Context: an optimization exercise on an open-source flow, tuned for small area, a short achievable clock period and few clock cycles per item. The choices shown serve that exercise and are no tape-out recipe.
Only simulation tests tie the RTL to the original design; equivalence was not proved.
Power and IR drop assume default switching activity.

==> module joltage, before the edit <==
module joltage #(parameter int LENGTH = 100) (
    input logic clk, rst, start, data_valid,
    input logic [4*LENGTH-1:0] line_flat,
    output logic [15:0] joltage1_out,
    output logic [63:0] joltage2_out,
    output logic done
    );
    localparam int K    = 12;                
    localparam int HEAD = LENGTH - K + 1;    
    localparam int TL   = K - 1;             
    logic [3:0] line [0:LENGTH-1];
    genvar k;
    generate
        for (k = 0; k < LENGTH; k++) begin : unflatten
            assign line[k] = line_flat[4*k +: 4];
        end
    endgenerate
    function automatic logic ge4(input logic [3:0] a, input logic [3:0] b);
        logic r;
        r = a[0] | ~b[0];
        for (int i = 1; i < 4; i++) r = (a[i] & ~b[i]) | (~(~a[i] & b[i]) & r);
        ge4 = r;
    endfunction
    function automatic logic ge8(input logic [7:0] a, input logic [7:0] b);
        logic r;
        r = a[0] | ~b[0];
        for (int i = 1; i < 8; i++) r = (a[i] & ~b[i]) | (~(~a[i] & b[i]) & r);
        ge8 = r;
    endfunction
    logic waitd;
    logic [3:0] ln [0:LENGTH-1];
    always_ff @(posedge clk) begin : line_reg
        if (waitd)
            for (int i = 0; i < LENGTH; i++) ln[i] <= line[i];
    end
    logic [LENGTH-1:0] pl [0:3];
    always_comb begin
        for (int b = 0; b < 4; b++)
            for (int i = 0; i < LENGTH; i++) pl[b][i] = ln[i][b];
    end
    logic sel, fin;
    logic [3:0] j;
    always_ff @(posedge clk) begin : control
        if (rst) begin
            waitd <= 1'b0;
            sel   <= 1'b0;
            fin   <= 1'b0;
            done  <= 1'b0;
            j     <= '0;
        end else begin
            fin <= 1'b0;
            if (start) begin
                waitd <= 1'b1;
                done  <= 1'b0;
            end
            if (waitd && data_valid) begin
                waitd <= 1'b0;
                sel   <= 1'b1;
                j     <= '0;
            end
            if (sel) begin
                j <= j + 1'b1;
                if (j == 4'(K - 1)) begin
                    sel <= 1'b0;
                    fin <= 1'b1;
                end
            end
            if (fin)
                done <= 1'b1;
        end
    end
    logic first;                    
    logic [LENGTH-1:0] act;         
    logic [TL-1:0] hiok;            
    logic [LENGTH-1:0] cand [0:4];
    logic [3:0] mx;
    logic [LENGTH-1:0] nxt;
    always_comb begin : select
        cand[4] = {act[LENGTH-1:HEAD] & hiok & {TL{~first}}, act[HEAD-1:0] | {HEAD{first}}};
        for (int b = 3; b >= 0; b--) begin
            mx[b] = |(cand[b+1] & pl[b]);
            cand[b] = cand[b+1] & (pl[b] | {LENGTH{~mx[b]}});
        end
        nxt[0] = 1'b0;
        for (int i = 1; i < LENGTH; i++) nxt[i] = nxt[i-1] | cand[0][i-1];
    end
    always_ff @(posedge clk) begin : select_seq
        first <= waitd && data_valid;
        act   <= nxt;
        hiok  <= first ? {{(TL-1){1'b0}}, 1'b1} : {hiok[TL-2:0], 1'b1};
    end
    logic [3:0] mreg, m0, m1;
    logic [39:0] v;
    logic [63:0] sum;
    assign sum = (fin ? joltage2_out : 64'd0) + (64'(v) << 3) + (64'(v) << 1) + 64'(mreg);
    always_ff @(posedge clk) begin : horner
        mreg <= mx;
        if (sel && j == 4'd0) m0 <= mx;
        if (sel && j == 4'd1) m1 <= mx;
        if (j == 4'd0)
            v <= 40'd0;
        else
            v <= sum[39:0];
    end
    logic [3:0] td;
    always_comb begin : tail_digit
        td = 4'd0;
        for (int t = 0; t < TL; t++)
            if (j == 4'(t)) td = td | ln[HEAD+t];
    end
    logic [3:0] pm, rt;
    logic [7:0] t2;
    logic [6:0] p1v;
    always_ff @(posedge clk) begin : part1
        logic [7:0] ca, p;
        if (j == 4'd0) begin
            pm <= td;
        end else if (sel && j < 4'(TL)) begin
            if (j == 4'd1 || !ge8(t2, {pm, td})) t2 <= {pm, td};
            if (!ge4(pm, td)) pm <= td;
            if (j == 4'd1 || !ge4(rt, td)) rt <= td;
        end
        ca = {m0, ge4(m1, rt) ? m1 : rt};
        p = ge8(ca, t2) ? ca : t2;
        p1v <= 7'(p[7:4] * 4'd10) + 7'(p[3:0]);
    end
    logic rst_q;
    always_ff @(posedge clk) rst_q <= rst;
    always_ff @(posedge clk) begin : totals
        if (rst_q) begin
            joltage1_out <= 16'd0;
            joltage2_out <= 64'd0;
        end else if (fin) begin
            joltage1_out <= joltage1_out + 16'(p1v);
            joltage2_out <= sum;
        end
    end
endmodule
clock: 25.0 ns
lec_check: 0
cap_margin: 20
core_margin: 2
core_utilization: 40
slew_margin: 20
run.sh (not shown) runs the stock make flow with config.mk's settings and CLKGATE_MAP_FILE= SYNTH_SCRIPT=/design/flow/synth_recipe.tcl, a recipe that flattens the netlist after the stock synthesis.
Testbench counts at the start, summed over its fixed seeds: cycles 3,608, lines 240.
Next try:
--- a/flow/design.v
+++ b/flow/design.v
@@ -28,8 +28,7 @@
         ge8 = r;
     endfunction
-    logic waitd;
     logic [3:0] ln [0:LENGTH-1];
     always_ff @(posedge clk) begin : line_reg
-        if (waitd)
+        if (data_valid)
             for (int i = 0; i < LENGTH; i++) ln[i] <= line[i];
     end
@@ -39,5 +38,5 @@
             for (int i = 0; i < LENGTH; i++) pl[b][i] = ln[i][b];
     end
-    logic sel, fin;
+    logic waitd, sel, fin;
     logic [3:0] j;
     always_ff @(posedge clk) begin : control
@@ -92,6 +91,4 @@
     logic [3:0] mreg, m0, m1;
     logic [39:0] v;
-    logic [63:0] sum;
-    assign sum = (fin ? joltage2_out : 64'd0) + (64'(v) << 3) + (64'(v) << 1) + 64'(mreg);
     always_ff @(posedge clk) begin : horner
         mreg <= mx;
@@ -101,5 +98,5 @@
             v <= 40'd0;
         else
-            v <= sum[39:0];
+            v <= (v << 3) + (v << 1) + 40'(mreg);
     end
     logic [3:0] td;
@@ -125,13 +122,11 @@
         p1v <= 7'(p[7:4] * 4'd10) + 7'(p[3:0]);
     end
-    logic rst_q;
-    always_ff @(posedge clk) rst_q <= rst;
     always_ff @(posedge clk) begin : totals
-        if (rst_q) begin
+        if (rst) begin
             joltage1_out <= 16'd0;
             joltage2_out <= 64'd0;
         end else if (fin) begin
             joltage1_out <= joltage1_out + 16'(p1v);
-            joltage2_out <= sum;
+            joltage2_out <= joltage2_out + (64'(v) << 3) + (64'(v) << 1) + 64'(mreg);
         end
     end
What happened:
- worst setup slack improves by 0.15 ns
- clock power went down by about 7%
- synthesized cell count is higher by 1.4%
- total power grows by 4.9%
- final cell count grows by 1.3%
- via count is lower by about 0.46%
- combinational power grows by about 20%
Testbench counts after the change, summed over its fixed seeds: cycles 3,608, lines 240.

-- port drivers added, routing unchanged --
No port has a modelled driver above. Below, the same layouts with a new extraction and two added sets of constraints. Step 1, drivers: a clkbuf_16 drives clk and a buf_2 each remaining input, both assumed. Step 2, shift: input delay + t, output delay - t, t = (earliest + latest rising clock arrival at the registers) / 2. This alone moves slack from input paths to output paths. Slacks: ideal / step 1 / step 2; pairs: ideal / step 1.
| run | t, ns | slack for setup (ns) | worst setup path at the end |
|---|---|---|---|
| the first run | 0.765 | 13.357 / 13.357 / 13.357 | register to register |
| the second run | 0.732 | 13.511 / 13.511 / 13.511 | register to register |
After both steps every run listed still meets setup and hold.
